Source: an optimization exercise on an open RTL-to-GDS flow (aim: small area, a short achievable clock period and few clock cycles per item). Production flows keep margins and buffers that such runs may drop.
Function was checked by simulation only, so behaviour that the tests miss may differ from the original.
Power figures rest on the tool's default switching activity, not on a simulated workload.

## v6
==> flow/design.v (excerpt) <==
module multdiv(data_operandA, data_operandB, ctrl_MULT, ctrl_DIV, clock, reset,
               data_result, data_exception, data_resultRDY);
Size: roughly 1600 cells after synthesis, about 130 flip-flops, about 100 I/O pins.
==> module multdiv, before the edit <==
module multdiv(data_operandA, data_operandB, ctrl_MULT, ctrl_DIV, clock, reset,
               data_result, data_exception, data_resultRDY);
    input [31:0] data_operandA, data_operandB;
    input ctrl_MULT, ctrl_DIV, clock, reset;
    output [31:0] data_result;
    output data_exception, data_resultRDY;
    localparam S_IDLE = 3'd0, S_FIRST = 3'd1, S_MUL = 3'd2, S_DIV = 3'd3, S_INC = 3'd4;
    reg [2:0] state;
    reg done, mult, neg, prev, bzero, big;
    reg [4:0] cnt, ly, lz;
    reg zres, xz;
    reg [33:0] x, y;
    reg [31:0] z;
    wire start = ctrl_MULT | ctrl_DIV;
    function [4:0] slen;
        input [30:0] v;
        reg [31:0] w;
        reg [4:0] n;
        begin
            w = {v, 1'b1};
            n[4] = |w[31:16];
            w = n[4] ? {w[31:16], 16'd0} : {w[15:0], 16'd0};
            n[3] = |w[31:24];
            w = n[3] ? w : {w[23:0], 8'd0};
            n[2] = |w[31:28];
            w = n[2] ? w : {w[27:0], 4'd0};
            n[1] = |w[31:30];
            w = n[1] ? w : {w[29:0], 2'd0};
            n[0] = w[31];
            slen = n;
        end
    endfunction
    wire first = state == S_FIRST;
    wire mstep = state == S_MUL;
    wire dstep = state == S_DIV;
    wire istep = state == S_INC;
    wire ys = y[33], zs = z[31];
    wire [4:0] lA = slen(data_operandA[30:0] ^ {31{data_operandA[31]}});
    wire [4:0] lB = slen(data_operandB[30:0] ^ {31{data_operandB[31]}});
    wire zlong = lz > ly;
    wire [5:0] la = {1'b0, ly} + {5'd0, ys};
    wire [4:0] lb = (lz == 5'd0) ? 5'd1 : lz;
    wire [5:0] sdiff = la - {1'b0, lb};
    wire bz = ~|z;
    wire dzero = bz | sdiff[5];           
    wire mswap = first & mult & zlong;    
    wire dfirst = first & ~mult;
    wire [4:0] shamt = mult ? 5'd0 : sdiff[4:0];
    wire [33:0] zal = {{2{zs}}, z} << shamt;
    wire b_one = z[0] ^ prev;
    wire b_two = (z[1] & ~z[0] & ~prev) | (~z[1] & z[0] & prev);
    wire b_neg = z[1] & ~(z[0] & prev);
    wire dsub = dfirst | dstep;                         
    wire [33:0] bsel = b_one ? y : (b_two ? {y[32:0], 1'b0} : 34'd0);
    wire [33:0] opb = dsub ? y : (istep ? 34'd0 : bsel);
    wire sub = dfirst ? ys : (dstep ? ~ys : (~istep & b_neg));
    wire cin = sub | istep;
    wire [33:0] ax = (first | xz) ? 34'd0 : x;
    wire [33:0] sum = ax + (opb ^ {34{sub}}) + {33'd0, cin};
    wire qbit = ~sum[33];
    wire mlast = (&z[31:1]) | ~|z[31:1];
    wire dlast = cnt == 5'd0;
    wire [31:0] qf = {z[30:0], qbit} ^ {32{neg}};
    wire [33:0] x_nx = (dstep & dlast)             ? {2'b00, qf} :
                       (dstep & ~qbit)             ? x : sum;
    wire [33:0] y_nx = start                       ? {{2{data_operandA[31]}}, data_operandA} :
                       dstep                       ? {y[33], y[33:1]} :
                       (dfirst | mswap)            ? zal : {y[31:0], 2'b00};
    wire [31:0] z_nx = start                       ? data_operandB :
                       dstep                       ? {z[30:0], qbit} :
                       dfirst                      ? 32'd0 :
                       mswap                       ? y[31:0] : {{2{zs}}, z[31:2]};
    always @(posedge clock) begin
        x <= x_nx;
        y <= y_nx;
        z <= z_nx;
        prev <= start ? 1'b0 : ((first | mstep) & ~mswap) ? z[1] : prev;
        xz <= mswap;
        if (start) begin
            ly <= lA;
            lz <= lB;
        end
        if (first) begin
            zres  <= ~mult & dzero;
            big   <= ({1'b0, ly} + {1'b0, lz}) > 6'd33;
            bzero <= bz;
            neg   <= ys ^ zs;
            cnt   <= sdiff[4:0];
        end else if (dstep)
            cnt <= cnt - 5'd1;
        if (start)
            mult <= ctrl_MULT;
    end
    always @(posedge clock) begin
        if (reset) begin
            state <= S_IDLE;
            done  <= 1'b0;
        end else begin
            done <= 1'b0;
            case (state)
                S_FIRST:
                    if (mult) begin
                        if (zlong)
                            state <= S_MUL;
                        else if (mlast) begin
                            state <= S_IDLE;
                            done  <= 1'b1;
                        end else
                            state <= S_MUL;
                    end else if (dzero) begin
                        state <= S_IDLE;
                        done  <= 1'b1;
                    end else
                        state <= S_DIV;
                S_MUL:
                    if (mlast) begin
                        state <= S_IDLE;
                        done  <= 1'b1;
                    end
                S_DIV:
                    if (dlast) begin
                        if (neg) state <= S_INC;
                        else begin
                            state <= S_IDLE;
                            done  <= 1'b1;
                        end
                    end
                S_INC: begin
                    state <= S_IDLE;
                    done  <= 1'b1;
                end
                default: ;
            endcase
            if (start)
                state <= S_FIRST;
        end
    end
    assign data_resultRDY = done;
    assign data_result    = x[31:0] & {32{~zres}};
    assign data_exception = mult ? (big | ~((&x[33:31]) | ~|x[33:31])) : bzero;
endmodule
clock: 6.0 ns
lec_check: 0
cap_margin: 20
core_margin: 2
core_utilization: 40
slew_margin: 20
run.sh (not shown) runs the stock make flow with config.mk's settings and CLKGATE_MAP_FILE= SYNTH_SCRIPT=/design/flow/synth_recipe.tcl, a recipe that flattens the netlist after the stock synthesis.
Testbench counts of v6, summed over its fixed seeds: cycles 28,877, ops 3,200.
Relative to v6, the following input files were edited for v7:
--- a/flow/design.v
+++ b/flow/design.v
@@ -8,6 +8,5 @@
     reg [2:0] state;
     reg done, mult, neg, prev, bzero, big;
-    reg [4:0] cnt, ly, lz;
-    reg zres, xz;
+    reg [4:0] cnt;
     reg [33:0] x, y;
     reg [31:0] z;
@@ -36,6 +35,6 @@
     wire istep = state == S_INC;
     wire ys = y[33], zs = z[31];
-    wire [4:0] lA = slen(data_operandA[30:0] ^ {31{data_operandA[31]}});
-    wire [4:0] lB = slen(data_operandB[30:0] ^ {31{data_operandB[31]}});
+    wire [4:0] ly = slen(y[30:0] ^ {31{ys}});
+    wire [4:0] lz = slen(z[30:0] ^ {31{zs}});
     wire zlong = lz > ly;
     wire [5:0] la = {1'b0, ly} + {5'd0, ys};
@@ -56,5 +55,5 @@
     wire sub = dfirst ? ys : (dstep ? ~ys : (~istep & b_neg));
     wire cin = sub | istep;
-    wire [33:0] ax = (first | xz) ? 34'd0 : x;
+    wire [33:0] ax = first ? 34'd0 : x;
     wire [33:0] sum = ax + (opb ^ {34{sub}}) + {33'd0, cin};
     wire qbit = ~sum[33];
@@ -62,5 +61,6 @@
     wire dlast = cnt == 5'd0;
     wire [31:0] qf = {z[30:0], qbit} ^ {32{neg}};
-    wire [33:0] x_nx = (dstep & dlast)             ? {2'b00, qf} :
+    wire [33:0] x_nx = (mswap | (dfirst & dzero)) ? 34'd0 :
+                       (dstep & dlast)             ? {2'b00, qf} :
                        (dstep & ~qbit)             ? x : sum;
     wire [33:0] y_nx = start                       ? {{2{data_operandA[31]}}, data_operandA} :
@@ -76,11 +76,5 @@
         z <= z_nx;
         prev <= start ? 1'b0 : ((first | mstep) & ~mswap) ? z[1] : prev;
-        xz <= mswap;
-        if (start) begin
-            ly <= lA;
-            lz <= lB;
-        end
         if (first) begin
-            zres  <= ~mult & dzero;
             big   <= ({1'b0, ly} + {1'b0, lz}) > 6'd33;
             bzero <= bz;
@@ -137,5 +131,5 @@
     end
     assign data_resultRDY = done;
-    assign data_result    = x[31:0] & {32{~zres}};
+    assign data_result    = x[31:0];
     assign data_exception = mult ? (big | ~((&x[33:31]) | ~|x[33:31])) : bzero;
 endmodule
## What came out
v7 against v6; clock-buffer cell count is down by a few percent.
v6 -> v7: non-clock buffer count increased by more than half
Compared with v6, in v7 placed wire-length estimate after detailed placement shows an increase of about 20%; total placed cells including tap cells shows an increase of 5.2%; maximum number of pins on one net before global-route repair shows an increase of 2; power density relative to cell area shows an increase of about 20%.
Relative to v6, v7 degrades worst clock skew.
Post-synthesis instance total for v7: about 2.6% up relative to v6
On area overhead of the layout relative to synthesis: between v6 and v7, it ends up lower for v6.
Multiplexer share of the synthesized area: v7 > v6
The sequential power share number comes out lower for v7 vs v6.
Testbench counts of v7, summed over its fixed seeds: cycles 28,877, ops 3,200.

========
multdiv, a different RTL version from the one above (not shown whole).
For scale: ~130 flip-flops, roughly 100 I/O pins, roughly 12,000 um2 of cells after synthesis.
==> module multdiv, before the edit <==
module multdiv(data_operandA, data_operandB, ctrl_MULT, ctrl_DIV, clock, reset,
               data_result, data_exception, data_resultRDY);
    input [31:0] data_operandA, data_operandB;
    input ctrl_MULT, ctrl_DIV, clock, reset;
    output [31:0] data_result;
    output data_exception, data_resultRDY;
    reg st_first, st_mul, st_div, st_inc, done;
    reg mult, neg, prev, bzero, zres, big;
    reg [4:0] cnt, lB;
    reg [5:0] lA;
    reg [33:0] x, y;
    reg [31:0] z;
    reg s_y, s_2y, sub, cin, azero;
    wire start = ctrl_MULT | ctrl_DIV;
    function [5:0] slen;
        input [31:0] v;
        reg [31:0] hi;
        integer i;
        begin
            hi[31] = 1'b0;
            for (i = 30; i >= 0; i = i - 1)
                hi[i] = hi[i+1] | v[i+1];
            slen = 6'd0;
            for (i = 0; i < 32; i = i + 1)
                slen = slen | ((v[i] & ~hi[i]) ? i + 1 : 0);
        end
    endfunction
    wire sa = data_operandA[31], sb = data_operandB[31];
    wire [30:0] nA = data_operandA[30:0] ^ {31{sa}};
    wire [30:0] nB = data_operandB[30:0] ^ {31{sb}};
    wire [5:0] lA_in = slen((ctrl_DIV & sa) ? {nA, 1'b1} : {1'b0, nA});
    wire [5:0] lB_in = slen({1'b0, nB[30:1], nB[0] | ctrl_DIV});
    wire ys = y[33], zs = z[31];
    wire zlong = mult & ({1'b0, lB} > lA);
    wire bz = ~|z;
    wire [5:0] sdiff = lA - {1'b0, lB};
    wire dzero = bz | sdiff[5];
    wire [4:0] shamt = mult ? 5'd0 : sdiff[4:0];
    wire [33:0] opb = ({34{s_y}} & y) | ({34{s_2y}} & {y[32:0], 1'b0});
    wire [33:0] ax = azero ? 34'd0 : x;
    wire [33:0] sum = ax + (opb ^ {34{sub}}) + {33'd0, cin};
    wire qbit = ~sum[33];
    wire mswap = st_first & zlong;          
    wire dfirst = st_first & ~mult;
    wire mlast = (&z[31:1]) | ~|z[31:1];
    wire dlast = cnt == 5'd0;
    wire [31:0] qf = {z[30:0] ^ {31{neg}}, qbit | neg};
    wire [33:0] zal = {{2{zs}}, z} << shamt;
    wire [33:0] x_nx = (st_div & dlast)    ? {2'b00, qf} : sum;
    wire [33:0] y_nx = start               ? {{2{sa}}, data_operandA} :
                       st_div              ? {ys, y[33:1]} :
                       (dfirst | mswap)    ? zal : {y[31:0], 2'b00};
    wire [31:0] z_nx = (st_div & ~start)   ? {z[30:0], qbit} :
                       start               ? data_operandB :
                       dfirst              ? 32'd0 :
                       mswap               ? y[31:0] : {{2{zs}}, z[31:2]};
    wire prev_nx = ~start & ~mswap & z[1];
    wire z1n = start ? data_operandB[1] : mswap ? y[1] : z[3];
    wire z0n = start ? data_operandB[0] : mswap ? y[0] : z[2];
    wire pn  = ~start & ~mswap & z[1];
    wire d_one = z0n ^ pn;
    wire d_two = (z1n & ~z0n & ~pn) | (~z1n & z0n & pn);
    wire d_neg = z1n & ~(z0n & pn);
    wire dsub = ~(sum[33] ^ ys);            
    wire dmid = st_div & ~dlast & ~start;
    reg s_y_nx, s_2y_nx, sub_nx, cin_nx;
    always @* begin
        if (start & ctrl_DIV) begin          
            s_y_nx = 1'b1; s_2y_nx = 1'b0; sub_nx = sa; cin_nx = sa;
        end else if (dfirst) begin           
            s_y_nx = 1'b1; s_2y_nx = 1'b0; sub_nx = ~zs; cin_nx = ~zs;
        end else if (st_div & dlast) begin   
            s_y_nx = 1'b0; s_2y_nx = 1'b0; sub_nx = 1'b0; cin_nx = 1'b1;
        end else if (st_div) begin
            s_y_nx = 1'b1; s_2y_nx = 1'b0; sub_nx = 1'b0; cin_nx = 1'b0;
        end else begin
            s_y_nx = d_one; s_2y_nx = d_two; sub_nx = d_neg; cin_nx = d_neg;
        end
    end
    always @(posedge clock) begin
        x <= x_nx;
        y <= y_nx;
        z <= z_nx;
        prev <= prev_nx;
        azero <= start | mswap;
        s_y  <= s_y_nx;
        s_2y <= s_2y_nx;
        sub  <= dmid ? dsub : sub_nx;
        cin  <= dmid ? dsub : cin_nx;
        lA <= lA_in;                         
        lB <= lB_in[4:0];
        if (start) begin
            mult <= ctrl_MULT;
            neg  <= sa ^ sb;
        end
        if (st_first) begin
            big   <= (lA + {1'b0, lB}) > 6'd33;
            zres  <= dfirst & dzero;
            bzero <= bz;
            cnt   <= sdiff[4:0];
        end else if (st_div)
            cnt <= cnt - 5'd1;
    end
    always @(posedge clock) begin
        if (reset) begin
            st_first <= 1'b0;
            st_mul   <= 1'b0;
            st_div   <= 1'b0;
            st_inc   <= 1'b0;
            done     <= 1'b0;
        end else begin
            st_first <= start;
            st_mul   <= ~start & ((st_first & mult & (zlong | ~mlast)) | (st_mul & ~mlast));
            st_div   <= ~start & ((dfirst & ~dzero) | (st_div & ~dlast));
            st_inc   <= ~start & st_div & dlast & neg & ~qbit;
            done     <= ~start & ((st_first & mult & ~zlong & mlast) | (st_mul & mlast) |
                                  (dfirst & dzero) | (st_div & dlast & (~neg | qbit)) | st_inc);
        end
    end
    assign data_resultRDY = done;
    assign data_result    = x[31:0] & {32{~zres}};
    assign data_exception = mult ? (big | ~((&x[33:31]) | ~|x[33:31])) : bzero;
endmodule
==> flow/config.mk <==
export PLATFORM = sky130hd
export DESIGN_NAME = multdiv
export DESIGN_NICKNAME = multdiv
export VERILOG_FILES = /design/flow/design.v
export SDC_FILE = /design/flow/constraint.sdc
export NUM_CORES = 4
export LEC_CHECK = 0
export CAP_MARGIN = 20
export CORE_MARGIN = 2
export CORE_UTILIZATION = 40
export CTS_BUF_LIST = sky130_fd_sc_hd__clkbuf_4 sky130_fd_sc_hd__clkbuf_8
export CTS_CLUSTER_SIZE = 24
export GPL_ROUTABILITY_DRIVEN = 0
export SETUP_SLACK_MARGIN = 2.3
export SLEW_MARGIN = 20
==> flow/constraint.sdc <==
create_clock -name core_clock -period 6.0 [get_ports {clock}]
set_input_delay 1.2000 -clock core_clock [delete_from_list [all_inputs] [get_ports {clock}]]
set_output_delay 1.2000 -clock core_clock [all_outputs]
set_load 0.01 [all_outputs]
standard.sh (not shown) runs the stock make flow with config.mk's settings and CLKGATE_MAP_FILE= SYNTH_SCRIPT=/design/flow/synth_recipe.tcl, a recipe that flattens the netlist after the stock synthesis.
==> flow/flow/run.sh <==
#!/bin/bash
# Standard layout, with the ports buffered by a small plain buffer instead
# of the delay cell buffer_ports picks by default.
set -euo pipefail
bash standard.sh "BUFFER_PORTS_ARGS=-buffer_cell sky130_fd_sc_hd__buf_2" finish > standard.log 2>&1
The starting point finished clean.
Testbench counts at the start, summed over its fixed seeds: cycles 28,660, ops 3,200.
==> next run, changes <==
--- a/flow/design.v
+++ b/flow/design.v
@@ -85,15 +85,15 @@
         azero <= start | mswap;
         s_y  <= s_y_nx;
         s_2y <= s_2y_nx;
         sub  <= dmid ? dsub : sub_nx;
         cin  <= dmid ? dsub : cin_nx;
-        lA <= lA_in;                         
-        lB <= lB_in[4:0];
         if (start) begin
             mult <= ctrl_MULT;
             neg  <= sa ^ sb;
+            lA   <= lA_in;
+            lB   <= lB_in[4:0];
         end
         if (st_first) begin
             big   <= (lA + {1'b0, lB}) > 6'd33;
             zres  <= dfirst & dzero;
             bzero <= bz;
Outcome:
- The changed run completed with no timing, DRC or antenna violations
- hold slack improved by 0.017 ns
- design area is higher by 1.3%
- first-iteration DRC count goes up by 18%
- critical path depth does not change
- flip-flop and latch count is unchanged
- total power rises by 4.9%
- routed wire length goes up by 1.7%
- synthesized cell count does not change
Testbench counts after the change, summed over its fixed seeds: cycles 28,660, ops 3,200.

==> port drivers added, routing unchanged <==
The flow's constraints put no driver on any port. The routed layouts listed below were extracted and timed again, unchanged, in two steps.
Step 1 sets driving cells, clkbuf_16 on the clock port and buf_2 on the other inputs (assumed; they add their load-dependent delay and slew).
Step 2 times the ports against the registers' clock, not the clock port: input delays grow and output delays shrink by t, the midpoint of the rising clock arrivals with the driver on.
Three values: ideal ports, drivers, drivers and shift; two values: the first two.
run	shift t [ns]	setup WS [ns]	latest minus earliest clock arrival (ns)	worst slew at a driven data input, ns
v6	0.482	0.429 / 0.429 / 0.429	0.011 / 0.011	0.04
v7	0.494	0.237 / 0.237 / 0.237	0.015 / 0.015	0.05
the first run of note 2	0.514	2.466 / 2.466 / 2.229	0.017 / 0.017	0.03
the second run of note 2	0.513	2.453 / 2.453 / 2.111	0.020 / 0.020	0.04
After both steps every run listed still meets setup and hold. The setup slack of the second run of note 2, which loses most, moves by 0.000 ns with the drivers and by -0.342 ns with both steps.
